Source: an optimization exercise on an open RTL-to-GDS flow (aim: small area). Production flows keep margins and buffers that such runs may drop. Function was checked by simulation only, so behaviour that the tests miss may differ from the original. The clock cells of runs 5 and 6 come from the design's own scripts or RTL, not from TritonCTS. The clock port is modelled as an ideal driver, which makes a skipped or thinned clock tree look cheaper than it is; a real chip needs a root buffer or a tree. Power figures rest on the tool's default switching activity, not on a simulated workload.

==> flow/design.v <==
module matrix2 (clk,reset,segout,scanout);
input clk,reset;
output [7:0] segout;
output [2:0] scanout;
reg [2:0] a;
reg [2:0] s;
reg [6:0] u;
reg p;
reg [2:0] k;
reg [3:0] t;
wire [2:0] an, sn, kn2;
wire [6:0] un;
wire pn;
wire [3:0] tn2;
  wire c45, c46, c47, c49, c50, c51, c53,
    c54, c55, c56, c57, c58, c59, c60, c61,
    c62, c63, c65, c66, c67, c69, c70, c71,
    c73, c74, c75, c77, c78, c79, c81, c82,
    c83, c85, c86, c87, c89, c90, c91, c93,
    c94, c95, c97, c99, c100, c101, c103,
    c104, c105, c106, c107, c108, c109, c110,
    c111, c112, c113, c114, c115, c116, c117,
    c118, c119, c120, c121, c122, c123, c124,
    c125, c126, c128, c129, c130, c132, c133,
    c135, c136, c137, c139, c140, c142, c143,
    c144, c146, c147, c148, c149, c150;
  assign an[0] = reset & ~a[0];
  assign c45 = ~a[0] & ~a[1];
  assign c46 = a[0] & a[1];
  assign c47 = reset & ~c46;
  assign an[1] = ~c45 & c47;
  assign c49 = ~a[2] & ~c46;
  assign c50 = a[2] & c46;
  assign c51 = reset & ~c50;
  assign an[2] = ~c49 & c51;
  assign c53 = u[1] & u[2];
  assign c54 = u[6] & c53;
  assign c55 = u[3] & u[4];
  assign c56 = s[1] & u[0];
  assign c57 = c55 & c56;
  assign c58 = c54 & c57;
  assign c59 = c50 & c58;
  assign c60 = reset & ~c59;
  assign c61 = s[0] & c50;
  assign c62 = ~s[0] & ~c50;
  assign c63 = ~c61 & ~c62;
  assign sn[0] = c60 & c63;
  assign c65 = s[1] & c61;
  assign c66 = ~s[1] & ~c61;
  assign c67 = ~c65 & ~c66;
  assign sn[1] = c60 & c67;
  assign c69 = ~s[2] & ~c65;
  assign c70 = s[2] & c65;
  assign c71 = c60 & ~c70;
  assign sn[2] = ~c69 & c71;
  assign c73 = ~u[0] & ~c70;
  assign c74 = u[0] & c70;
  assign c75 = c60 & ~c74;
  assign un[0] = ~c73 & c75;
  assign c77 = ~u[1] & ~c74;
  assign c78 = u[1] & c74;
  assign c79 = c60 & ~c78;
  assign un[1] = ~c77 & c79;
  assign c81 = u[2] & c78;
  assign c82 = ~u[2] & ~c78;
  assign c83 = c60 & ~c82;
  assign un[2] = ~c81 & c83;
  assign c85 = ~u[3] & ~c81;
  assign c86 = u[3] & c81;
  assign c87 = c60 & ~c86;
  assign un[3] = ~c85 & c87;
  assign c89 = ~u[4] & ~c86;
  assign c90 = c55 & c81;
  assign c91 = c60 & ~c90;
  assign un[4] = ~c89 & c91;
  assign c93 = ~u[5] & ~c90;
  assign c94 = u[5] & c90;
  assign c95 = c60 & ~c94;
  assign un[5] = ~c93 & c95;
  assign c97 = ~u[6] & ~c94;
  assign un[6] = c60 & ~c97;
  assign c99 = ~p & c59;
  assign c100 = reset & c99;
  assign c101 = p & c60;
  assign pn = c100 | c101;
  assign c103 = k[0] & k[2];
  assign c104 = k[1] & ~t[2];
  assign c105 = t[3] & c104;
  assign c106 = ~c103 & c105;
  assign c107 = ~t[1] & ~c106;
  assign c108 = c100 & ~c107;
  assign c109 = ~k[1] & k[2];
  assign c110 = ~c104 & ~c109;
  assign c111 = ~k[0] & ~t[2];
  assign c112 = c110 & c111;
  assign c113 = ~t[0] & ~c112;
  assign c114 = k[0] & ~k[1];
  assign c115 = ~t[3] & ~c114;
  assign c116 = k[1] & k[2];
  assign c117 = t[3] & ~c116;
  assign c118 = t[2] & ~c117;
  assign c119 = t[0] & ~c118;
  assign c120 = ~c115 & ~c119;
  assign c121 = t[1] & ~c120;
  assign c122 = ~c113 & ~c121;
  assign c123 = c108 & c122;
  assign c124 = k[2] & c123;
  assign c125 = reset & ~c123;
  assign c126 = ~k[0] & c125;
  assign kn2[0] = ~c124 & ~c126;
  assign c128 = ~k[1] & c125;
  assign c129 = k[0] & ~c116;
  assign c130 = c123 & c129;
  assign kn2[1] = ~c128 & ~c130;
  assign c132 = ~c110 & c123;
  assign c133 = ~k[2] & c125;
  assign kn2[2] = ~c132 & ~c133;
  assign c135 = ~t[0] & ~c99;
  assign c136 = t[0] & c99;
  assign c137 = reset & ~c136;
  assign tn2[0] = ~c135 & c137;
  assign c139 = t[0] & c108;
  assign c140 = ~t[1] & c137;
  assign tn2[1] = ~c139 & ~c140;
  assign c142 = ~t[2] & c125;
  assign c143 = c139 & ~c142;
  assign c144 = ~c139 & c142;
  assign tn2[2] = ~c143 & ~c144;
  assign c146 = t[1] & t[2];
  assign c147 = c136 & c146;
  assign c148 = t[3] & c147;
  assign c149 = ~t[3] & ~c147;
  assign c150 = ~c148 & ~c149;
  assign tn2[3] = c125 & c150;
always @(posedge clk) begin
  a <= an;
  s <= sn;
  u <= un;
  p <= pn;
  k <= kn2;
  t <= tn2;
end
wire [7:0] seg;
  wire r19, r20, r21, r22, r23, r24, r25,
    r26, r27, r28, r29, r30, r31, r32, r33,
    r34, r35, r36, r37, r38, r39, r40, r41,
    r42, r43, r44, r45, r46, r47, r48, r49,
    r50, r51, r52, r53, r54, r55, r56, r57,
    r58, r59, r60, r61, r62, r63, r65, r66,
    r67, r68, r69, r70, r71, r72, r73, r74,
    r75, r76, r77, r78, r79, r80, r81, r82,
    r83, r84, r85, r86, r87, r88, r89, r90,
    r91, r92, r93, r94, r95, r96, r97, r98,
    r99, r100, r101, r103, r104, r105, r106,
    r107, r108, r109, r110, r111, r112, r113,
    r114, r115, r116, r117, r118, r119, r120,
    r121, r122, r123, r124, r125, r126, r127,
    r128, r130, r131, r132, r133, r134, r135,
    r136, r137, r138, r139, r140, r141, r142,
    r143, r144, r145, r146, r147, r148, r150,
    r151, r152, r153, r154, r155, r156, r157,
    r158, r159, r160, r161, r162, r163, r164,
    r165, r166, r167, r168, r169, r170, r171,
    r172, r173, r174, r175, r176, r177, r179,
    r180, r181, r182, r183, r184, r185, r186,
    r187, r188, r189, r190, r192, r193, r194,
    r196, r197, r198;
  assign r19 = ~t[1] & s[1];
  assign r20 = ~t[0] & s[0];
  assign r21 = t[1] & ~s[1];
  assign r22 = ~r19 & ~r21;
  assign r23 = r20 & r22;
  assign r24 = ~r19 & ~r23;
  assign r25 = s[2] & ~r24;
  assign r26 = ~s[2] & r24;
  assign r27 = t[2] & ~r26;
  assign r28 = ~r25 & r27;
  assign r29 = ~t[2] & ~s[2];
  assign r30 = t[1] & r29;
  assign r31 = t[0] & r30;
  assign r32 = ~r28 & ~r31;
  assign r33 = t[3] & ~r32;
  assign r34 = t[2] & t[1];
  assign r35 = ~t[3] & ~r34;
  assign r36 = k[1] & k[0];
  assign r37 = k[2] & r36;
  assign r38 = ~r35 & r37;
  assign r39 = ~r33 & r38;
  assign r40 = ~k[1] & ~k[0];
  assign r41 = ~r36 & ~r40;
  assign r42 = k[2] & ~r41;
  assign r43 = k[1] & ~t[1];
  assign r44 = ~r40 & ~r43;
  assign r45 = t[1] & t[0];
  assign r46 = ~t[2] & ~r45;
  assign r47 = ~r44 & r46;
  assign r48 = t[3] & ~r47;
  assign r49 = ~r42 & ~r48;
  assign r50 = ~r20 & ~r22;
  assign r51 = ~r23 & ~r50;
  assign r52 = ~k[1] & s[0];
  assign r53 = t[0] & ~s[0];
  assign r54 = ~r20 & ~r53;
  assign r55 = k[0] & ~r54;
  assign r56 = ~r52 & ~r55;
  assign r57 = t[3] & ~r56;
  assign r58 = r51 & r57;
  assign r59 = ~s[1] & ~s[0];
  assign r60 = ~k[1] & r59;
  assign r61 = s[2] & ~r60;
  assign r62 = ~r58 & r61;
  assign r63 = r49 & ~r62;
  assign seg[7] = r39 | r63;
  assign r65 = ~r38 & ~r49;
  assign r66 = ~t[3] & r40;
  assign r67 = ~s[1] & r29;
  assign r68 = r32 & r67;
  assign r69 = ~t[1] & ~t[0];
  assign r70 = ~r45 & ~r69;
  assign r71 = ~s[0] & ~r70;
  assign r72 = r68 & r71;
  assign r73 = r66 & r72;
  assign r74 = ~r65 & ~r73;
  assign r75 = k[2] & ~k[1];
  assign r76 = ~r40 & ~r75;
  assign r77 = ~seg[7] & ~r76;
  assign r78 = r74 & ~r77;
  assign r79 = k[0] & t[3];
  assign r80 = s[2] & s[1];
  assign r81 = ~k[2] & k[1];
  assign r82 = r80 & r81;
  assign r83 = ~r79 & r82;
  assign r84 = s[0] & r83;
  assign r85 = t[3] & s[2];
  assign r86 = r32 & ~r85;
  assign r87 = ~r51 & ~r86;
  assign r88 = k[2] & ~k[0];
  assign r89 = r87 & r88;
  assign r90 = r54 & r89;
  assign r91 = ~r84 & ~r90;
  assign r92 = s[1] & s[0];
  assign r93 = r30 & ~r92;
  assign r94 = r39 & r93;
  assign r95 = ~r51 & ~r54;
  assign r96 = ~k[2] & ~r36;
  assign r97 = k[0] & r96;
  assign r98 = ~r95 & r97;
  assign r99 = r28 & r98;
  assign r100 = ~r94 & ~r99;
  assign r101 = r91 & r100;
  assign seg[6] = r78 & r101;
  assign r103 = t[1] & s[0];
  assign r104 = t[3] & ~r103;
  assign r105 = ~k[1] & ~r104;
  assign r106 = ~k[2] & t[3];
  assign r107 = ~t[1] & r106;
  assign r108 = r54 & r107;
  assign r109 = ~r105 & ~r108;
  assign r110 = r80 & ~r109;
  assign r111 = ~r78 & ~r110;
  assign r112 = ~r30 & ~r87;
  assign r113 = r98 & ~r112;
  assign r114 = k[2] & k[0];
  assign r115 = ~r52 & r114;
  assign r116 = t[0] & r115;
  assign r117 = r68 & r116;
  assign r118 = ~k[1] & ~s[0];
  assign r119 = r110 & ~r118;
  assign r120 = r59 & r70;
  assign r121 = ~k[1] & r85;
  assign r122 = ~r120 & r121;
  assign r123 = r119 & ~r122;
  assign r124 = ~r65 & ~r123;
  assign r125 = ~r83 & r124;
  assign r126 = ~r117 & r125;
  assign r127 = ~r89 & r126;
  assign r128 = ~r113 & r127;
  assign seg[5] = ~r111 & r128;
  assign r130 = r72 & r114;
  assign r131 = ~t[3] & ~r20;
  assign r132 = r68 & r131;
  assign r133 = ~r32 & r40;
  assign r134 = ~r93 & ~r122;
  assign r135 = t[0] & s[0];
  assign r136 = ~r66 & ~r135;
  assign r137 = r96 & ~r136;
  assign r138 = ~t[0] & ~r96;
  assign r139 = ~r115 & r138;
  assign r140 = ~r137 & ~r139;
  assign r141 = ~r134 & ~r140;
  assign r142 = ~t[1] & r92;
  assign r143 = r122 & ~r142;
  assign r144 = ~r65 & ~r143;
  assign r145 = ~r141 & r144;
  assign r146 = ~r133 & r145;
  assign r147 = ~r132 & r146;
  assign r148 = ~r130 & r147;
  assign seg[4] = r91 & r148;
  assign r150 = ~k[0] & r81;
  assign r151 = k[1] & ~r54;
  assign r152 = r132 & r151;
  assign r153 = ~r32 & ~r95;
  assign r154 = r85 & r95;
  assign r155 = ~r153 & ~r154;
  assign r156 = r81 & ~r155;
  assign r157 = ~r110 & ~r156;
  assign r158 = ~r152 & r157;
  assign r159 = ~r150 & ~r158;
  assign r160 = ~r75 & ~r81;
  assign r161 = ~r139 & r160;
  assign r162 = s[0] & ~r161;
  assign r163 = ~s[2] & ~r70;
  assign r164 = r150 & ~r163;
  assign r165 = ~r51 & ~r150;
  assign r166 = r51 & ~r75;
  assign r167 = ~r165 & ~r166;
  assign r168 = ~r164 & r167;
  assign r169 = r28 & r168;
  assign r170 = ~r162 & r169;
  assign r171 = ~r93 & ~r170;
  assign r172 = s[1] & r75;
  assign r173 = ~t[0] & r150;
  assign r174 = ~r172 & ~r173;
  assign r175 = ~r162 & r174;
  assign r176 = ~r171 & ~r175;
  assign r177 = r74 & ~r176;
  assign seg[3] = ~r159 & r177;
  assign r179 = ~r40 & ~r119;
  assign r180 = ~seg[7] & ~r179;
  assign r181 = t[2] & ~r36;
  assign r182 = ~r51 & r181;
  assign r183 = ~r55 & ~r182;
  assign r184 = ~r160 & ~r183;
  assign r185 = r153 & r184;
  assign r186 = k[0] & r84;
  assign r187 = ~r65 & ~r186;
  assign r188 = r31 & r167;
  assign r189 = r187 & ~r188;
  assign r190 = ~r185 & r189;
  assign seg[2] = ~r180 & r190;
  assign r192 = ~r110 & ~r185;
  assign r193 = ~k[0] & ~r192;
  assign r194 = ~r169 & r187;
  assign seg[1] = ~r193 & r194;
  assign r196 = r87 & r164;
  assign r197 = r83 & ~r164;
  assign r198 = r124 & ~r197;
  assign seg[0] = ~r196 & r198;
assign scanout = s;
assign segout = seg;
endmodule
==> flow/flow/run.sh <==
#!/bin/bash
# Standard ORFS layout (standard.sh), with three changes to how it is made:
#  - synthesis maps logic with an area-oriented ABC script (flow/abc_area.script,
#    used through ABC_AREA=1 from a copy of the ORFS scripts folder);
#  - no half/full-adder cells are extracted before ABC (ADDER_MAP_FILE empty);
#  - port buffers use the smallest buffer, sky130_fd_sc_hd__buf_1.
# Registers, their names and cell types are those of the standard synthesis.
set -euo pipefail
W=$(pwd)
rm -rf "$W/scripts_own"
mkdir -p "$W/scripts_own"
cp -r "$FLOW_HOME/scripts/." "$W/scripts_own/"
cp "$W/flow/abc_area.script" "$W/scripts_own/abc_area.script"
export SCRIPTS_DIR="$W/scripts_own"
export ADDER_MAP_FILE=
export CTS_ARGS="-sink_clustering_enable -sink_clustering_size 30 -sink_clustering_max_diameter 500 -buf_list sky130_fd_sc_hd__clkbuf_4 -root_buf sky130_fd_sc_hd__clkbuf_4 -dont_use_dummy_load -repair_clock_nets"
export BUFFER_PORTS_ARGS="-buffer_cell sky130_fd_sc_hd__buf_1"
bash "$W/standard.sh" > "$W/standard_flow.log" 2>&1
==> flow/flow/abc_area.script <==
strash
&get -n
&dc2
&dch -f
&nf -R 1000 -p -F 8 -A 4
&put
topo
stime -c
==> flow/standard.sh <==
#!/bin/bash
# synth_recipe.tcl (not shown) runs the flow's synth.tcl, then flattens the netlist and writes it again
# the make line also repeats each setting of config.mk as NAME=value (left out here)
make -C /OpenROAD-flow-scripts/flow DESIGN_CONFIG=/design/flow/config.mk WORK_HOME=/design/flow/orfs CLKGATE_MAP_FILE= SYNTH_SCRIPT=/design/flow/synth_recipe.tcl "${@:-finish}"
==> flow/config.mk <==
export PLATFORM = sky130hd
export DESIGN_NAME = matrix2
export DESIGN_NICKNAME = matrix2
export VERILOG_FILES = /design/flow/design.v
export SDC_FILE = /design/flow/constraint.sdc
export NUM_CORES = 4
export LEC_CHECK = 0
export ABC_AREA = 1
export CAP_MARGIN = 20
export CORE_MARGIN = 2
export CORE_UTILIZATION = 40
export CTS_BUF_LIST = sky130_fd_sc_hd__clkbuf_4
export CTS_CLUSTER_DIAMETER = 100
export CTS_CLUSTER_SIZE = 10
export SLEW_MARGIN = 20
==> flow/constraint.sdc <==
create_clock -name core_clock -period 10.0 [get_ports {clk}]
set_input_delay 2.0000 -clock core_clock [delete_from_list [all_inputs] [get_ports {clk}]]
set_output_delay 2.0000 -clock core_clock [all_outputs]
set_load 0.01 [all_outputs]
==> results of run 1 <==
cells in the final DEF (no fill, tap or decap), drive strengths merged, types with 3 or more instances in the layout:
cell    count
nand2      34
a21oi      27
nor2       26
dfxtp      21
o21ai      18
nor3       12
buf        12
nand3       7
clkinv      6
o21a        4
xor2        4
xnor2       4
or2         3
nand4       3
a21o        3
and3        3
clkbuf      3
sequential cells by signal, indices dropped and copies added, names as in the netlist:
signal  count
k           3
u           7
t           4
s           3
a           3
p           1
worst min-delay path by stage:
stage / from / slack (ns) / to
after floorplan: u[6] / 0.44 / u[6]
after global placement: p / 0.45 / p
after detailed placement: p / 0.46 / p
after CTS: p / 0.48 / p
after global routing: p / 0.51 / p
final: p / 0.48 / p
power groups by stage:
| stage | registers [W] | clock network, W | logic [W] |
|---|---|---|---|
| 6_report | 0.0000853 | 0.0000361 | 0.00000329 |
| 5_1_grt | 0.0000855 | 0.0000416 | 0.00000382 |
| 4_1_cts | 0.0000853 | 0.0000391 | 0.00000333 |
| 3_5_place_dp | 0.0000872 | 0 | 0.00000331 |
| 3_3_place_gp | 0.0000872 | 0 | 0.00000329 |
| 2_1_floorplan | 0.0000871 | 0 | 0.00000216 |
final cells by class:
class                   instances  area share, %
flip-flops and latches         21           27.9
clock buffers                   3           1.49
multi-input cells             176           62.3
repair buffers                 12           2.99
inverters                       6           1.49
well taps                      46           3.82
per-stage QoR:
stage,area (um2),hold WS [ns]
5_1_grt,1510,0.507
3_5_place_dp,1490,0.456
3_3_place_gp,1490,0.450
4_1_cts,1510,0.475
6_report,1510,0.476
2_1_floorplan,1380,0.436
logic make-up (layout without fill, tap and decap cells):
family | count (synthesis) | after routing | share of synthesized area, %
and+or+nand+nor | 97 | 97 | 31.6
xor gates and xnor gates | 8 | 8 | 5.07
buffers and inverters | 6 | 21 | 1.63
AOI/OAI and AO/OA | 71 | 71 | 31.3
DFF | 21 | 21 | 30.4
worst register-to-register path: cells and delay by family (launching register included):
kind,cells,cell delay (ns)
compound gates,2,0.60
xor+xnor,1,0.15
flops,1,0.38
simple gates,6,1.14
metal layers:
layer  vias to the layer above  share of wire, %  global-route usage (%)
met1                       729                47                    29.5
met3                        14               7.1                    4.14
met5                         -                 0                       0
met2                        88                45                    33.6
met4                         0               1.7                    5.83
li1                        777                 -                       -
==> flow_summary.toml, run 1 <==
[clock_tree]
clock_tree.buffer_depth = 2
clk_pin_slew_worst_paths_ns = 0.12
cts_htree_levels = 1
clock-sinks = 21
cts_tree = "yes"
clock_latency_ns = 0.30
cts-root-buf = "clkbuf_4"
cts_resized = 0
hold_buffers = 0
cts_setup_buffers = 0
cts_made_buffers = 3

[timing]
finalSetupViolations = 0
clock_skew_ns = 0.0255
setup_slack_ns = 4.39
period_minus_slack_ns = 5.61
relSlewSlack_pct = 50.4
hold_viol = 0
worstMarginPinSlew_ns = 0.738
fmax_mhz = 178
slew_viol_final = 0
fin_tns_setup_ns = 0
finalCritPeriodShare_pct = 56.1
rsz0062_at_grt = "no"

[synthesis]
synth_edf_count = 0
yosysMostFrequentCell = "nand2_1"
yosysTopAreaCell = "dfxtp_1"
synth_seq_cells = 21
synth.distinct_cells = 36
async_flop_share_pct = 0
ys_seq_area_share_pct = 30.4
synth_top_area_share_pct = 30.4
syn_avg_cell_area_um2 = 6.81
ys.flop_type = "dfxtp_1"
synthTopCellsByCount = "34 x nand2_1, 27 x a21oi_1, 26 x nor2_1"
synth.area.top_cells = "dfxtp_1 30%, a21oi_1 9.8%, nand2_1 9.2%"
yosys_warnings = 1
synth_nets = 205
netlist_instances = 203
synthesis.area_um2 = 1380

[route]
drt_first_pass_iters = 6
post_drt_wl_per_cell_um = 15.1
antenna_left = 0
route.detailed.drc = 0
vias = 1608
viasPerCell = 6.09
initialDrtViolationCount = 166
routed_wl_um = 3980

[layout]
register_area_um2 = 420
finish.utilization_pct = 45.2
final_nets = 222
multiInputGateArea_um2 = 940
drive_gt1_share_pct = 1.38
n_antenna_cell = 0
syn_to_final_growth_pct = 9.05
stdcell_count = 264
fillers = 389

[placed_design]
place_ws_ns = 4.87
dp_hpwl_um = 2870
dp.cells = 261
port-buffer-count = 12
routabilityCongestion = 0.923

[setup_path]
r2r_setup_slack_ns = 7.58
crit_chain = "clkinv_1 -> nor2_1 -> nand2_1 -> o21ai_0 -> a21o_1 -> nand2_1 -> nor4_1 -> nand2_1 -> o21ai_0 -> or2_0 -> a2111oi_0 -> buf_1"
cp_common_cell = "nand2_1"
reg2reg_depth = 9
crit_type = "flip-flop to output port"
critPathLaunch = "s[0]"
setup.worst_path.end = "segout[5]"
worstPathArrival_ns = 3.61
critPathBufInv = 2
slowest_stage = "dfxtp_1"
r2r-end = "t[2]"
start_kind = "flip-flop"
crit_path_max_fanout = 13
path_depth = 12
critPathRequiredTime_ns = 8.00
worstReg2RegStart = "a[1]"
critical-path-top-delay-family = "simple AND/OR/NAND/NOR gates"
max_stage_delay_ns = 0.65
end_kind = "output port"

[pwr]
power_switching_w = 0.0000253
p_sw_share_pct = 20.3
power_w = 0.000125
vdd_ir_drop_max_v = 0.0000651
internal-power_w = 0.0000994
cellPowerDensity_nw_per_um2 = 82.8
power.leakage_nw = 0.518
combPwrFrac_pct = 2.6
seqPwrFrac_pct = 68.4
power_frac_clock_pct = 29.0

[grt]
grt_pass1_vias = 1440
antenna_found_initial = 0
grt_start_max_net_pins = 19
grt_pass1_wl_um = 6780
grt_overflow_total = 0
grt_usage_pct = 21.3

[floorplanning]
core_area_um2 = 3340
dieArea_um2 = 3940
die_w_um = 62.8
die_y_um = 62.8
rows = 21
start_util_pct = 41.4
io_pins = 13

[status]
status = "complete, no violations"

[hold_path]
hold_class = "flip-flop to flip-flop"
holdPathStages = 2

[job]
drv_cap = 0
==> run 2: changes to the inputs <==
--- a/flow/flow/run.sh
+++ b/flow/flow/run.sh
@@ -13,6 +13,6 @@
 cp "$W/flow/abc_area.script" "$W/scripts_own/abc_area.script"
 export SCRIPTS_DIR="$W/scripts_own"
 export ADDER_MAP_FILE=
-export CTS_ARGS="-sink_clustering_enable -sink_clustering_size 30 -sink_clustering_max_diameter 500 -buf_list sky130_fd_sc_hd__clkbuf_4 -root_buf sky130_fd_sc_hd__clkbuf_4 -dont_use_dummy_load -repair_clock_nets"
+export CTS_ARGS="-buf_list sky130_fd_sc_hd__clkbuf_8 -root_buf sky130_fd_sc_hd__clkbuf_8 -dont_use_dummy_load -repair_clock_nets"
 export BUFFER_PORTS_ARGS="-buffer_cell sky130_fd_sc_hd__buf_1"
 bash "$W/standard.sh" > "$W/standard_flow.log" 2>&1
==> flow_summary.toml, run 2 <==
[route]
routed_wl_um = 3990
viasPerCell = 5.99
antenna_left = 0
route.detailed.drc = 0
post_drt_wl_per_cell_um = 15.1
drt_first_pass_iters = 4
initialDrtViolationCount = 151
vias = 1581

[synthesis]
synth_seq_cells = 21
ys_seq_area_share_pct = 30.4
yosys_warnings = 1
async_flop_share_pct = 0
yosysTopAreaCell = "dfxtp_1"
synth_edf_count = 0
synth_nets = 205
ys.flop_type = "dfxtp_1"
synth.area.top_cells = "dfxtp_1 30%, a21oi_1 9.8%, nand2_1 9.2%"
synthTopCellsByCount = "34 x nand2_1, 27 x a21oi_1, 26 x nor2_1"
netlist_instances = 203
syn_avg_cell_area_um2 = 6.81
yosysMostFrequentCell = "nand2_1"
synth.distinct_cells = 36
synth_top_area_share_pct = 30.4
synthesis.area_um2 = 1380

[layout]
largest_register_ffs = 7
syn_to_final_growth_pct = 10.4
drive_gt1_share_pct = 1.38
final_cell_mix = "34 x nand2_1, 27 x a21oi_1, 26 x nor2_1"
reg_top3 = "u: 7 flops, t: 4 flops"
layout_commonest_cell = "nand2_1"
final_nets = 222
top_register = "u"
n_antenna_cell = 0

[timing]
slew_viol_final = 0
hold_viol = 0
worstMarginPinSlew_ns = 0.744
clock_skew_ns = 0.0158
relSlewSlack_pct = 49.9
finalCritPeriodShare_pct = 55.4
rsz0062_at_grt = "no"
fmax_mhz = 180
period_minus_slack_ns = 5.54
fin_tns_setup_ns = 0
finalSetupViolations = 0

[setup_path]
slowest_stage = "dfxtp_1"
end_kind = "output port"
crit_type = "flip-flop to output port"
start_kind = "flip-flop"
r2r_setup_slack_ns = 7.58
critPathRequiredTime_ns = 8.00
critPathLaunch = "s[0]"
crit_path_max_fanout = 13
worstPathArrival_ns = 3.54
crit_chain = "clkinv_1 -> nor2_1 -> nand2_1 -> o21ai_0 -> a21o_1 -> nand2_1 -> nor4_1 -> nand2_1 -> o21ai_0 -> or2_0 -> a2111oi_0 -> buf_1"
worstReg2RegStart = "a[0]"
reg2reg_depth = 9
r2r-end = "t[2]"
max_stage_delay_ns = 0.64
cp_common_cell = "nand2_1"

[placed_design]
dp_hpwl_um = 2870
routabilityCongestion = 0.923
port-buffer-count = 12

[grt]
grt_start_max_net_pins = 19
grt_pass1_wl_um = 6840
grt_usage_pct = 21.4
antenna_found_initial = 0
grt_overflow_total = 0
grt_pass1_vias = 1450

[hold_path]
hold_class = "flip-flop to flip-flop"
worst_hold_path.endpoint = "p"
holdPathStages = 2
min_from = "p"

[clock_tree]
cts_tree = "yes"
clock_tree.buffer_depth = 2
cts_htree_levels = 1
clock_latency_ns = 0.26
hold_buffers = 0
cts_made_buffers = 3
clk_pin_slew_worst_paths_ns = 0.08
cts_setup_buffers = 0
cts_resized = 0
cts-root-buf = "clkbuf_8"
clock-sinks = 21

[floorplanning]
dieArea_um2 = 3940
start_util_pct = 41.4
die_y_um = 62.8
core_area_um2 = 3340
io_pins = 13
die_w_um = 62.8
rows = 21

[pwr]
power_w = 0.000139
vdd_ir_drop_max_v = 0.0000834
power.leakage_nw = 0.526
cellPowerDensity_nw_per_um2 = 91.0

[job]
drv_cap = 0

[status]
status = "complete, no violations"
==> run 2: critical path: cells and delay by family, from the launching register on <==
kind / cells / cell delay (ns)
AND/OR/NAND/NOR: 6 / 1.42
AO/OA/AOI/OAI: 4 / 0.74
flip-flops: 1 / 0.64
buffers and inverters: 2 / 0.50
==> run 2: logic make-up (layout without fill, tap and decap cells) <==
family / count (synthesis) / in the layout / share of synthesized area (%)
buffers and inverters: 6 / 21 / 1.63
flip-flops: 21 / 21 / 30.4
XOR/XNOR: 8 / 8 / 5.07
AO/OA/AOI/OAI: 71 / 71 / 31.3
AND/OR/NAND/NOR: 97 / 97 / 31.6
==> run 2: area by class of cell <==
cell class	count	area (um2)
flip-flops and latches	21	420
clock buffers	3	41.3
repair buffers	12	45.0
inverters	6	22.5
fillers	386	1810
well taps	46	57.6
multi-input cells	176	940
==> run 2: power breakdown <==
part           internal [W]  switching [W]
logic           0.000000973     0.00000234
clock network     0.0000267      0.0000235
registers         0.0000845    0.000000874
==> run 2: worst max path at each step <==
stage | to | slack [ns]
floorplan | segout[5] | 5.25
global placement | segout[5] | 4.77
detailed placement | segout[5] | 4.87
CTS | segout[5] | 4.57
global route | segout[5] | 4.16
finish | segout[5] | 4.46
==> run 2: stage by stage <==
stage / setup slack, ns / hold slack (ns) / area [um2] / util [%] / cells
floorplan: 5.25 / 0.436 / 1380 / - / 203
global placement: 4.77 / 0.450 / 1490 / 44.5 / 261
detailed placement: 4.87 / 0.456 / 1490 / 44.5 / 261
CTS: 4.57 / 0.469 / 1530 / 45.7 / 264
global route: 4.16 / 0.501 / 1530 / 45.7 / 264
finish: 4.46 / 0.477 / 1530 / 45.7 / 264
==> run 2: metal layers <==
| metal | track usage [%] | share of wire (%) | vias up |
|---|---|---|---|
| li1 | - | - | 780 |
| met1 | 29.5 | 45 | 721 |
| met2 | 34.1 | 46 | 67 |
| met3 | 4.14 | 7.6 | 13 |
| met4 | 5.83 | 1.5 | 0 |
| met5 | 0 | 0 | - |
==> run 3: changes to the inputs <==
==> flow/flow/run.sh (replaced) <==
#!/bin/bash
# Standard ORFS layout (standard.sh), with three changes to how it is made:
#  - synthesis maps logic with an area-oriented ABC script (flow/abc_area.script,
#    used through ABC_AREA=1 from a copy of the ORFS scripts folder);
#  - no half/full-adder cells are extracted before ABC (ADDER_MAP_FILE empty);
#  - port buffers use the smallest buffer, sky130_fd_sc_hd__buf_1;
#  - clock tree synthesis uses clkbuf_4 buffers and no dummy loads (CTS_ARGS).
# Registers, their names and cell types are those of the standard synthesis.
set -euo pipefail
W=$(pwd)
rm -rf "$W/scripts_own"
mkdir -p "$W/scripts_own"
cp -r "$FLOW_HOME/scripts/." "$W/scripts_own/"
cp "$W/flow/abc_area.script" "$W/scripts_own/abc_area.script"
export SCRIPTS_DIR="$W/scripts_own"
export ADDER_MAP_FILE=
export CTS_ARGS="-sink_clustering_enable -sink_clustering_size 30 -sink_clustering_max_diameter 500 -buf_list sky130_fd_sc_hd__clkbuf_4 -root_buf sky130_fd_sc_hd__clkbuf_4 -dont_use_dummy_load -repair_clock_nets"
export BUFFER_PORTS_ARGS="-buffer_cell sky130_fd_sc_hd__buf_1"
bash "$W/standard.sh" > "$W/standard_flow.log" 2>&1
==> flow_summary.toml, run 3 <==
[layout]
final_cell_mix = "34 x nand2_1, 27 x a21oi_1, 26 x nor2_1"
top_register = "u"
stdcell_area_um2 = 1510
stdcell_count = 264
syn_to_final_growth_pct = 9.05
final_nets = 222
n_antenna_cell = 0
layout_commonest_cell = "nand2_1"
largest_register_ffs = 7
reg_top3 = "u: 7 flops, t: 4 flops"
fillers = 389
drive_gt1_share_pct = 1.38

[timing]
holdWs_ns = 0.476
clock_skew_ns = 0.0255
fmax_mhz = 178
relSlewSlack_pct = 50.4
rsz0062_at_grt = "no"
hold_viol = 0
finalSetupViolations = 0
worstMarginPinSlew_ns = 0.738
period_minus_slack_ns = 5.61
slew_viol_final = 0
finalCritPeriodShare_pct = 56.1
fin_tns_setup_ns = 0

[floorplanning]
io_pins = 13
die_w_um = 62.8
dieArea_um2 = 3940
die_y_um = 62.8
rows = 21
start_util_pct = 41.4
core_area_um2 = 3340

[clock_tree]
clock_latency_ns = 0.30
cts-root-buf = "clkbuf_4"
cts_resized = 0
clk_pin_slew_worst_paths_ns = 0.12
cts_tree = "yes"
clock-sinks = 21
cts_htree_levels = 1
hold_buffers = 0
clock_tree.buffer_depth = 2
cts_setup_buffers = 0
cts_made_buffers = 3

[hold_path]
hold_class = "flip-flop to flip-flop"

[setup_path]
critPathRequiredTime_ns = 8.00
end_kind = "output port"
start_kind = "flip-flop"
crit_type = "flip-flop to output port"
crit_path_max_fanout = 13
worstPathArrival_ns = 3.61

[placed_design]
place_area_um2 = 1490
routabilityCongestion = 0.923
dp.cells = 261
dp_hpwl_um = 2870
port-buffer-count = 12

[synthesis]
synth.distinct_cells = 36
synth_seq_cells = 21
synth_nets = 205
synth.area.top_cells = "dfxtp_1 30%, a21oi_1 9.8%, nand2_1 9.2%"
netlist_instances = 203
synth_top_area_share_pct = 30.4
async_flop_share_pct = 0
ys_seq_area_share_pct = 30.4
yosysMostFrequentCell = "nand2_1"
yosysTopAreaCell = "dfxtp_1"
synthesis.area_um2 = 1380
ys.flop_type = "dfxtp_1"
yosys_warnings = 1
syn_avg_cell_area_um2 = 6.81
synth_edf_count = 0
synthTopCellsByCount = "34 x nand2_1, 27 x a21oi_1, 26 x nor2_1"

[route]
vias = 1608
post_drt_wl_per_cell_um = 15.1
viasPerCell = 6.09
initialDrtViolationCount = 166
drt_first_pass_iters = 6
route.detailed.drc = 0
antenna_left = 0
routed_wl_um = 3980

[grt]
grt_start_max_net_pins = 19
grt_pass1_vias = 1440
grt_overflow_total = 0
grt_pass1_wl_um = 6780
grt_usage_pct = 21.3
antenna_found_initial = 0

[pwr]
power.leakage_nw = 0.518
cellPowerDensity_nw_per_um2 = 82.8
vdd_ir_drop_max_v = 0.0000651
power_w = 0.000125

[status]
status = "complete, no violations"

[job]
drv_cap = 0
run 3: cell counts after synthesis:
No cell type changed its count.
run 3: cell type report:
class / count / area, um2 / area share [%]
Sequential cell: 21 / 420 / 27.9
Clock buffer: 3 / 22.5 / 1.49
Tap cell: 46 / 57.6 / 3.82
Multi-Input combinational cell: 176 / 940 / 62.3
Timing Repair Buffer: 12 / 45.0 / 2.99
Inverter: 6 / 22.5 / 1.49
run 3: path summary, 6_finish.rpt:
kind	startpoint	end	slack, ns	depth (start not counted)
worst max-delay path	s[0]	segout[5]	4.39	12
worst min-delay path	p	p	0.48	2
worst max register to register	a[1]	t[2]	7.58	9
worst min register to register	p	p	0.48	2
run 3: cell families (layout without fill, tap and decap cells):
| group | after synthesis | count (layout) | share of synthesized area (%) |
|---|---|---|---|
| and+or+nand+nor | 97 | 97 | 31.6 |
| AOI/OAI and AO/OA | 71 | 71 | 31.3 |
| DFF | 21 | 21 | 30.4 |
| buffers and inverters | 6 | 21 | 1.63 |
| xor gates and xnor gates | 8 | 8 | 5.07 |
run 3: power by group:
part	total, W	internal, W	switching (W)
Clock	0.0000361	0.0000140	0.0000222
Combinational	0.00000329	0.000000973	0.00000232
Sequential	0.0000853	0.0000845	0.000000871
run 3: through the flow:
stage	util, %	setup slack, ns
floorplan	-	5.25
global placement	44.5	4.77
detailed placement	44.5	4.87
CTS	45.2	4.50
global route	45.2	4.09
finish	45.2	4.39
run 3: worst max-delay path: stages, from the launching register on:
cell,delay [ns]
dfxtp_1,0.65
clkinv_1,0.34
nor2_1,0.28
nand2_1,0.07
o21ai_0,0.10
a21o_1,0.23
nand2_1,0.14
nor4_1,0.59
nand2_1,0.14
o21ai_0,0.33
or2_0,0.19
a2111oi_0,0.10
buf_1,0.15
run 3: metal layers:
metal  GRT usage (%)  up-vias  wire, um
met3            4.14       14       284
li1                -      777         -
met4            5.83        0        67
met2            33.6       88      1770
met1            29.5      729      1850
met5               0        -         0
==> run 4: changes to the inputs <==
==> flow/flow/run.sh (replaced) <==
#!/bin/bash
# Standard ORFS layout (standard.sh), with four changes to how it is made:
#  - synthesis maps logic with an area-oriented ABC script (flow/abc_area.script,
#    used through ABC_AREA=1 from a copy of the ORFS scripts folder);
#  - no half/full-adder cells are extracted before ABC (ADDER_MAP_FILE empty);
#  - port buffers use the smallest buffer, sky130_fd_sc_hd__buf_1;
#  - the clock tree is one clkbuf_8 at the centre of the registers.
# Registers, their names and cell types are those of the standard synthesis.
set -euo pipefail
W=$(pwd)
rm -rf "$W/scripts_own"
mkdir -p "$W/scripts_own"
cp -r "$FLOW_HOME/scripts/." "$W/scripts_own/"
cp "$W/flow/abc_area.script" "$W/scripts_own/abc_area.script"
export SCRIPTS_DIR="$W/scripts_own"
export ADDER_MAP_FILE=
# one clock buffer instead of TritonCTS (flow/cts_one_buffer.tcl)
sed -i 's|^log_cmd clock_tree_synthesis {\*}\$cts_args|source $::env(ONE_CLOCK_TCL)|' "$W/scripts_own/cts.tcl"
grep -q ONE_CLOCK_TCL "$W/scripts_own/cts.tcl"
export ONE_CLOCK_TCL="$W/flow/cts_one_buffer.tcl"
export ONE_CLOCK_BUFFER=sky130_fd_sc_hd__clkbuf_8
export CTS_ARGS="-sink_clustering_enable -sink_clustering_size 30 -sink_clustering_max_diameter 500 -buf_list sky130_fd_sc_hd__clkbuf_4 -root_buf sky130_fd_sc_hd__clkbuf_4 -dont_use_dummy_load -repair_clock_nets"
export BUFFER_PORTS_ARGS="-buffer_cell sky130_fd_sc_hd__buf_1"
bash "$W/standard.sh" > "$W/standard_flow.log" 2>&1
==> flow/flow/cts_one_buffer.tcl (new file) <==
# Clock tree for a small design: one clock buffer between the clock port and
# every register, placed at the centre of the registers it drives. Used in
# place of clock_tree_synthesis (sourced from cts.tcl).
set block [ord::get_db_block]
set clk_net [$block findNet clk]
set xs 0
set ys 0
set n 0
foreach it [$clk_net getITerms] {
  set inst [$it getInst]
  set box [$inst getBBox]
  set xs [expr {$xs + ([$box xMin] + [$box xMax]) / 2}]
  set ys [expr {$ys + ([$box yMin] + [$box yMax]) / 2}]
  incr n
}
set dbu [$block getDbUnitsPerMicron]
set x [expr {double($xs) / $n / $dbu}]
set y [expr {double($ys) / $n / $dbu}]
puts "Clock buffer for $n sinks at $x $y"
insert_buffer -buffer_cell $::env(ONE_CLOCK_BUFFER) -net clk -location [list $x $y] \
  -buffer_name clkbuf_root -net_name clk_root
foreach net [list [$block findNet clk] [$block findNet clk_root]] {
  $net setSigType CLOCK
}
==> flow_summary.toml, run 4 <==
[synthesis]
synthesis.area_um2 = 1380
yosysTopAreaCell = "dfxtp_1"
syn_avg_cell_area_um2 = 6.81
ys.flop_type = "dfxtp_1"
synth_nets = 205
synth_edf_count = 0
netlist_instances = 203
yosysMostFrequentCell = "nand2_1"
synthTopCellsByCount = "34 x nand2_1, 27 x a21oi_1, 26 x nor2_1"
synth_seq_cells = 21
async_flop_share_pct = 0
ys_seq_area_share_pct = 30.4
synth.distinct_cells = 36
yosys_warnings = 1
synth.area.top_cells = "dfxtp_1 30%, a21oi_1 9.8%, nand2_1 9.2%"
synth_top_area_share_pct = 30.4

[floorplanning]
rows = 21
io_pins = 13
start_util_pct = 41.4
die_y_um = 62.8
die_w_um = 62.8

[placed_design]
routabilityCongestion = 0.923
dp_hpwl_um = 2870
place_ws_ns = 4.87
port-buffer-count = 12

[status]
firstError = "Error: cts.tcl, 36 invalid command name \"NULL\""
haltStage = "clock tree synthesis"
status = "did not finish"
-- run 4: cell counts after synthesis --
No cell type changed its count.
-- run 4: cell families after synthesis --
group	synth area share [%]
AOI/OAI and AO/OA	31.3
xor gates and xnor gates	5.07
DFF	30.4
and+or+nand+nor	31.6
buffers and inverters	1.63
-- run 4: worst max path at each step --
stage                     startpoint   endpoint  slack, ns  cells past startpoint
after global placement          s[0]  segout[5]       4.77                     12
after detailed placement        s[0]  segout[5]       4.87                     12
after floorplan                 s[0]  segout[5]       5.25                     11
-- run 4: metrics by stage --
| step | cell area (um2) | util, % | instances |
|---|---|---|---|
| after floorplan | 1380 | - | 203 |
| after detailed placement | 1490 | 44.5 | 261 |
| after global placement | 1490 | 44.5 | 261 |
-- run 4: power groups by stage --
stage | clock network, W | logic [W] | registers (W)
2_1_floorplan | 0 | 0.00000216 | 0.0000871
3_5_place_dp | 0 | 0.00000331 | 0.0000872
3_3_place_gp | 0 | 0.00000329 | 0.0000872
==> run 5: changes to the inputs <==
--- a/flow/flow/cts_one_buffer.tcl
+++ b/flow/flow/cts_one_buffer.tcl
@@ -19,6 +19,3 @@
 puts "Clock buffer for $n sinks at $x $y"
 insert_buffer -buffer_cell $::env(ONE_CLOCK_BUFFER) -net clk -location [list $x $y] \
   -buffer_name clkbuf_root -net_name clk_root
-foreach net [list [$block findNet clk] [$block findNet clk_root]] {
-  $net setSigType CLOCK
-}
==> flow_summary.toml, run 5 <==
[timing]
finalSetupViolations = 0
finalCritPeriodShare_pct = 55.5
relSlewSlack_pct = 45.1
worstMarginPinSlew_ns = 0.816
slew_viol_final = 0
hold_viol = 0
rsz0062_at_grt = "no"
period_minus_slack_ns = 5.55
fmax_mhz = 180
clock_skew_ns = 0.00327
fin_tns_setup_ns = 0

[setup_path]
critical-path-top-delay-family = "simple AND/OR/NAND/NOR gates"
slowest_stage = "dfxtp_1"
crit_chain = "clkinv_1 -> nor2_1 -> nand2_1 -> o21ai_0 -> a21o_1 -> nand2_1 -> nor4_1 -> nand2_1 -> o21ai_0 -> or2_0 -> a2111oi_0 -> buf_1"
end_kind = "output port"
crit_path_max_fanout = 13
crit_type = "flip-flop to output port"
start_kind = "flip-flop"
cp_common_cell = "nand2_1"
worstPathArrival_ns = 3.55
critPathRequiredTime_ns = 8.00
critPathBufInv = 2
max_stage_delay_ns = 0.65

[synthesis]
synth_compound_area_share_pct = 31.3
synthTopCellsByCount = "34 x nand2_1, 27 x a21oi_1, 26 x nor2_1"
synth.area.top_cells = "dfxtp_1 30%, a21oi_1 9.8%, nand2_1 9.2%"
synth_edf_count = 0
syn_avg_cell_area_um2 = 6.81
ys_seq_area_share_pct = 30.4
synth_top_family_by_area = "simple AND/OR/NAND/NOR gates"
synth-simple-area-share_pct = 31.6
yosys_warnings = 1
synth_nets = 205
synth.distinct_cells = 36
synth.area.mux_share_pct = 0
synth_top_area_share_pct = 30.4
netlist_instances = 203
synthAdderAreaFrac_pct = 0
synth-xor-area-share_pct = 5.07
yosysTopAreaCell = "dfxtp_1"
yosysMostFrequentCell = "nand2_1"
ys.flop_type = "dfxtp_1"
synthesis.area_um2 = 1380
synth_seq_cells = 21
async_flop_share_pct = 0

[placed_design]
dp.cells = 261
port-buffer-count = 12
routabilityCongestion = 0.923
dp_hpwl_um = 2870

[floorplanning]
die_w_um = 62.8
die_y_um = 62.8
io_pins = 13
start_util_pct = 41.4
core_area_um2 = 3340
dieArea_um2 = 3940
rows = 21

[clock_tree]
clock_latency_ns = 0.18
cts_resized = 0
clk_pin_slew_worst_paths_ns = 0.12
cts_setup_buffers = 0
hold_buffers = 0

[grt]
grt_pass1_vias = 1430
grt_usage_pct = 20.3
grt_pass1_wl_um = 6780
grt_overflow_total = 0
antenna_found_initial = 0
grt_start_max_net_pins = 22

[hold_path]
hold_class = "flip-flop to flip-flop"

[route]
post_drt_wl_per_cell_um = 15.3
route.detailed.drc = 0
viasPerCell = 6.00
routed_wl_um = 4010
antenna_left = 0
drt_first_pass_iters = 5
initialDrtViolationCount = 150
vias = 1573

[status]
status = "complete, no violations"

[job]
drv_cap = 0

[layout]
finish.utilization_pct = 44.9
stdcell_count = 262
largest_register_ffs = 7
drive_gt1_share_pct = 0.463
final_nets = 220
layout_commonest_cell = "nand2_1"
top_register = "u"
syn_to_final_growth_pct = 8.42
reg_top3 = "u: 7 flops, t: 4 flops"
final_cell_mix = "34 x nand2_1, 27 x a21oi_1, 26 x nor2_1"
n_antenna_cell = 0

[pwr]
power.leakage_nw = 0.511
power_w = 0.000119
vdd_ir_drop_max_v = 0.0000776
cellPowerDensity_nw_per_um2 = 79.7
-- run 5: cell counts after synthesis --
No cell type changed its count.
-- run 5: through the flow --
stage | instance area (um2) | setup slack [ns] | hold slack [ns]
2_1_floorplan | 1380 | 5.25 | 0.436
3_3_place_gp | 1490 | 4.77 | 0.450
3_5_place_dp | 1490 | 4.87 | 0.456
4_1_cts | 1500 | 4.86 | 0.458
5_1_grt | 1500 | 4.23 | 0.506
6_report | 1500 | 4.45 | 0.480
-- run 5: worst paths after layout --
path	startpoint	endpoint	slack, ns	cells past startpoint
setup / recovery	s[0]	segout[5]	4.45	12
hold / removal	p	p	0.48	2
setup reg to reg	a[0]	t[2]	7.56	9
hold reg to reg	p	p	0.48	2
-- run 5: layout make-up, clock buffers not listed --
type                    instances  area [um2]
repair buffers                 12        45.0
inverters                       6        22.5
well taps                      46        57.6
multi-input cells             176         940
flip-flops and latches         21         420
fillers                       389        1840
-- run 5: power breakdown --
| part | switching (W) | internal, W |
|---|---|---|
| sequential | 0.000000857 | 0.0000845 |
| clock | 0.0000213 | 0.00000943 |
| combinational | 0.00000234 | 0.000000973 |
-- run 5: layer usage --
metal / GRT usage (%) / wire length [um] / vias up
li1: - / - / 772
met1: 29.4 / 1820 / 724
met2: 33.7 / 1800 / 67
met3: 1.80 / 319 / 10
met4: 2.78 / 62 / 0
met5: 0 / 0 / -
-- run 5: logic make-up after synthesis --
family / Yosys count
AOI/OAI and AO/OA: 71
xor gates and xnor gates: 8
buffers and inverters: 6
DFF: 21
and+or+nand+nor: 97
-- run 5: worst reg2reg max path: cells and delay by family, from the launching register on --
| family | cells | cell delay (ns) |
|---|---|---|
| simple gates | 6 | 1.15 |
| compound gates | 2 | 0.61 |
| flops | 1 | 0.42 |
| xor+xnor | 1 | 0.15 |
==> run 6: changes to the inputs <==
--- a/flow/flow/run.sh
+++ b/flow/flow/run.sh
@@ -4,7 +4,8 @@
 #    used through ABC_AREA=1 from a copy of the ORFS scripts folder);
 #  - no half/full-adder cells are extracted before ABC (ADDER_MAP_FILE empty);
 #  - port buffers use the smallest buffer, sky130_fd_sc_hd__buf_1;
-#  - the clock tree is one clkbuf_8 at the centre of the registers.
+#  - the clock tree is two clkbuf_4, each at the centre of half the registers,
+#    driven from the clock port (flow/cts_one_buffer.tcl).
 # Registers, their names and cell types are those of the standard synthesis.
 set -euo pipefail
 W=$(pwd)
@@ -18,7 +19,8 @@
 sed -i 's|^log_cmd clock_tree_synthesis {\*}\$cts_args|source $::env(ONE_CLOCK_TCL)|' "$W/scripts_own/cts.tcl"
 grep -q ONE_CLOCK_TCL "$W/scripts_own/cts.tcl"
 export ONE_CLOCK_TCL="$W/flow/cts_one_buffer.tcl"
-export ONE_CLOCK_BUFFER=sky130_fd_sc_hd__clkbuf_8
+export ONE_CLOCK_BUFFER=sky130_fd_sc_hd__clkbuf_4
+export ONE_CLOCK_GROUPS=2
 export CTS_ARGS="-sink_clustering_enable -sink_clustering_size 30 -sink_clustering_max_diameter 500 -buf_list sky130_fd_sc_hd__clkbuf_4 -root_buf sky130_fd_sc_hd__clkbuf_4 -dont_use_dummy_load -repair_clock_nets"
 export BUFFER_PORTS_ARGS="-buffer_cell sky130_fd_sc_hd__buf_1"
 bash "$W/standard.sh" > "$W/standard_flow.log" 2>&1
==> flow/flow/cts_one_buffer.tcl (replaced) <==
# Clock tree for a small design, used in place of clock_tree_synthesis
# (sourced from cts.tcl): the registers are split into ONE_CLOCK_GROUPS groups
# along the longer side of their spread, and each group gets one clock buffer
# (ONE_CLOCK_BUFFER) at its centre, driven straight from the clock port.
set block [ord::get_db_block]
set dbu [$block getDbUnitsPerMicron]
set clk_net [$block findNet clk]
set sinks {}
foreach it [$clk_net getITerms] {
  set box [[$it getInst] getBBox]
  set x [expr {([$box xMin] + [$box xMax]) / 2.0 / $dbu}]
  set y [expr {([$box yMin] + [$box yMax]) / 2.0 / $dbu}]
  lappend sinks [list $x $y [$it getInst] [[$it getMTerm] getName]]
}
set xs [lsort -real [lmap s $sinks {lindex $s 0}]]
set ys [lsort -real [lmap s $sinks {lindex $s 1}]]
set axis [expr {([lindex $xs end] - [lindex $xs 0]) >= ([lindex $ys end] - [lindex $ys 0]) ? 0 : 1}]
set sinks [lsort -real -index $axis $sinks]
set n [llength $sinks]
set groups $::env(ONE_CLOCK_GROUPS)
for {set g 0} {$g < $groups} {incr g} {
  set lo [expr {$g * $n / $groups}]
  set hi [expr {($g + 1) * $n / $groups - 1}]
  set part [lrange $sinks $lo $hi]
  set cx 0.0
  set cy 0.0
  set pins {}
  foreach s $part {
    set cx [expr {$cx + [lindex $s 0]}]
    set cy [expr {$cy + [lindex $s 1]}]
    lappend pins [get_pins "[[lindex $s 2] getName]/[lindex $s 3]"]
  }
  set cx [expr {$cx / [llength $part]}]
  set cy [expr {$cy / [llength $part]}]
  puts "Clock buffer $g for [llength $part] sinks at $cx $cy"
  insert_buffer -buffer_cell $::env(ONE_CLOCK_BUFFER) -net clk -load_pins $pins \
    -location [list $cx $cy] -buffer_name clkbuf_g$g -net_name clk_g$g
}
==> flow_summary.toml, run 6 <==
[status]
status = "complete, no violations"

[synthesis]
synth.area.mux_share_pct = 0
synth_compound_area_share_pct = 31.3
synth_edf_count = 0
ys.flop_type = "dfxtp_1"
synth.area.top_cells = "dfxtp_1 30%, a21oi_1 9.8%, nand2_1 9.2%"
yosysMostFrequentCell = "nand2_1"
synth.distinct_cells = 36
synth_seq_cells = 21
synthesis.area_um2 = 1380
yosys_warnings = 1
synth-xor-area-share_pct = 5.07
synth-simple-area-share_pct = 31.6
synthAdderAreaFrac_pct = 0
synthTopCellsByCount = "34 x nand2_1, 27 x a21oi_1, 26 x nor2_1"
synth_top_area_share_pct = 30.4
syn_avg_cell_area_um2 = 6.81
synth_top_family_by_area = "simple AND/OR/NAND/NOR gates"
netlist_instances = 203
ys_seq_area_share_pct = 30.4
yosysTopAreaCell = "dfxtp_1"
synth_nets = 205
async_flop_share_pct = 0

[layout]
final_cell_mix = "34 x nand2_1, 27 x a21oi_1, 26 x nor2_1"
stdcell_area_um2 = 1500
syn_to_final_growth_pct = 8.51
final_nets = 221
register_area_um2 = 420
layout_commonest_cell = "nand2_1"
multiInputGateArea_um2 = 940
finish.utilization_pct = 45.0
n_antenna_cell = 0
fillers = 389
reg_top3 = "u: 7 flops, t: 4 flops"
drive_gt1_share_pct = 0.922
top_register = "u"
largest_register_ffs = 7

[grt]
grt_pass1_wl_um = 6780
grt_start_max_net_pins = 19
grt_pass1_vias = 1440
antenna_found_initial = 0
grt_usage_pct = 20.5
grt_overflow_total = 0

[timing]
rsz0062_at_grt = "no"
finalSetupViolations = 0
clock_skew_ns = 0.00589
period_minus_slack_ns = 5.52
finalCritPeriodShare_pct = 55.2
setup_slack_ns = 4.48
fmax_mhz = 181
slew_viol_final = 0
relSlewSlack_pct = 46.3
fin_tns_setup_ns = 0
worstMarginPinSlew_ns = 0.797
hold_viol = 0

[setup_path]
worstReg2RegStart = "a[0]"
worstPathArrival_ns = 3.52
start_kind = "flip-flop"
slowest_stage = "dfxtp_1"
cp_common_cell = "nand2_1"
crit_chain = "clkinv_1 -> nor2_1 -> nand2_1 -> o21ai_0 -> a21o_1 -> nand2_1 -> nor4_1 -> nand2_1 -> o21ai_0 -> or2_0 -> a2111oi_0 -> buf_1"
crit_path_max_fanout = 13
crit_type = "flip-flop to output port"
r2r_setup_slack_ns = 7.57
reg2reg_depth = 9
critPathRequiredTime_ns = 8.00
end_kind = "output port"
max_stage_delay_ns = 0.65
r2r-end = "t[2]"

[floorplanning]
io_pins = 13
die_y_um = 62.8
rows = 21
core_area_um2 = 3340
die_w_um = 62.8
dieArea_um2 = 3940
start_util_pct = 41.4

[clock_tree]
clock_latency_ns = 0.17
cts_setup_buffers = 0
clk_pin_slew_worst_paths_ns = 0.11
cts_resized = 0
hold_buffers = 0

[hold_path]
min_from = "p"
hold_class = "flip-flop to flip-flop"
holdPathStages = 2
worst_hold_path.endpoint = "p"

[placed_design]
place_ws_ns = 4.87
port-buffer-count = 12
routabilityCongestion = 0.923
place_area_um2 = 1490
dp_hpwl_um = 2870

[route]
routed_wl_um = 4000
initialDrtViolationCount = 210
post_drt_wl_per_cell_um = 15.2
viasPerCell = 6.13
vias = 1613
drt_first_pass_iters = 6
route.detailed.drc = 0
antenna_left = 0

[pwr]
power.leakage_nw = 0.513
vdd_ir_drop_max_v = 0.0000791
cellPowerDensity_nw_per_um2 = 78.9
power_w = 0.000118

[job]
drv_cap = 0
run 6: cell types whose count changed in the layout (fill, tap and decap cells not counted):
cell      before  now
clkbuf_4       0    2
clkbuf_8       1    0
run 6: cell type report, clock buffers not listed:
class	count	share of cell area, %
Inverter	6	1.50
Multi-Input combinational cell	176	62.6
Timing Repair Buffer	12	3.00
Tap cell	46	3.84
Sequential cell	21	28.0
run 6: stage by stage:
stage | cells | hold slack, ns
5_1_grt | 263 | 0.506
2_1_floorplan | 203 | 0.436
4_1_cts | 263 | 0.458
3_3_place_gp | 261 | 0.450
6_report | 263 | 0.481
3_5_place_dp | 261 | 0.456
run 6: where the power goes:
part / switching [W] / internal, W
clock: 0.0000202 / 0.00000961
sequential: 0.000000872 / 0.0000845
combinational: 0.00000230 / 0.000000973
run 6: logic make-up (layout without fill, tap and decap cells):
logic type	after synthesis	in the layout
AOI/OAI and AO/OA	71	71
buffers and inverters	6	20
DFF	21	21
and+or+nand+nor	97	97
xor gates and xnor gates	8	8
run 6: worst max-delay path by stage:
stage | start | end | slack (ns) | cells after the start
global placement | s[0] | segout[5] | 4.77 | 12
floorplan | s[0] | segout[5] | 5.25 | 11
CTS | s[0] | segout[5] | 4.86 | 12
global route | s[0] | segout[5] | 4.26 | 12
detailed placement | s[0] | segout[5] | 4.87 | 12
finish | s[0] | segout[5] | 4.48 | 12
run 6: layer usage:
layer | vias up | track usage (%) | wire, um
met5 | - | 0 | 0
met1 | 733 | 29.5 | 1850
li1 | 779 | - | -
met4 | 0 | 3.33 | 104
met3 | 24 | 2.16 | 296
met2 | 77 | 33.5 | 1750
run 6: worst max-delay path: cells and delay by family (launching register included):
family                 cells  cell delay, ns
flip-flops                 1            0.65
AO/OA/AOI/OAI              4            0.76
buffers and inverters      2            0.50
AND/OR/NAND/NOR            6            1.45

[separate check: timing with driven ports]
In the flow no input, the clock included, has a driving cell. The finished layouts below were timed again as built, in two steps. Step 1, drivers: a clkbuf_16 drives clk and a buf_2 each remaining input, both assumed. Step 2 moves the port delays by t, midway between the first and last clock arrival at a register: inputs arrive t later, outputs are due t later. That takes back most of the time a late clock gives input paths. Three values: ideal, step 1, step 2; two values: the first two.
run	t (ns)	setup WS [ns]	hold slack, ns
run 1	0.309	4.391 / 4.368 / 4.677	0.476 / 0.476 / 0.476
run 2	0.273	4.456 / 4.431 / 4.703	0.477 / 0.477 / 0.477
run 3	0.309	4.391 / 4.368 / 4.677	0.476 / 0.476 / 0.476
run 5	0.198	4.452 / 4.427 / 4.625	0.480 / 0.480 / 0.480
run 6	0.194	4.476 / 4.445 / 4.639	0.481 / 0.481 / 0.481
After both steps every run listed still meets setup and hold.
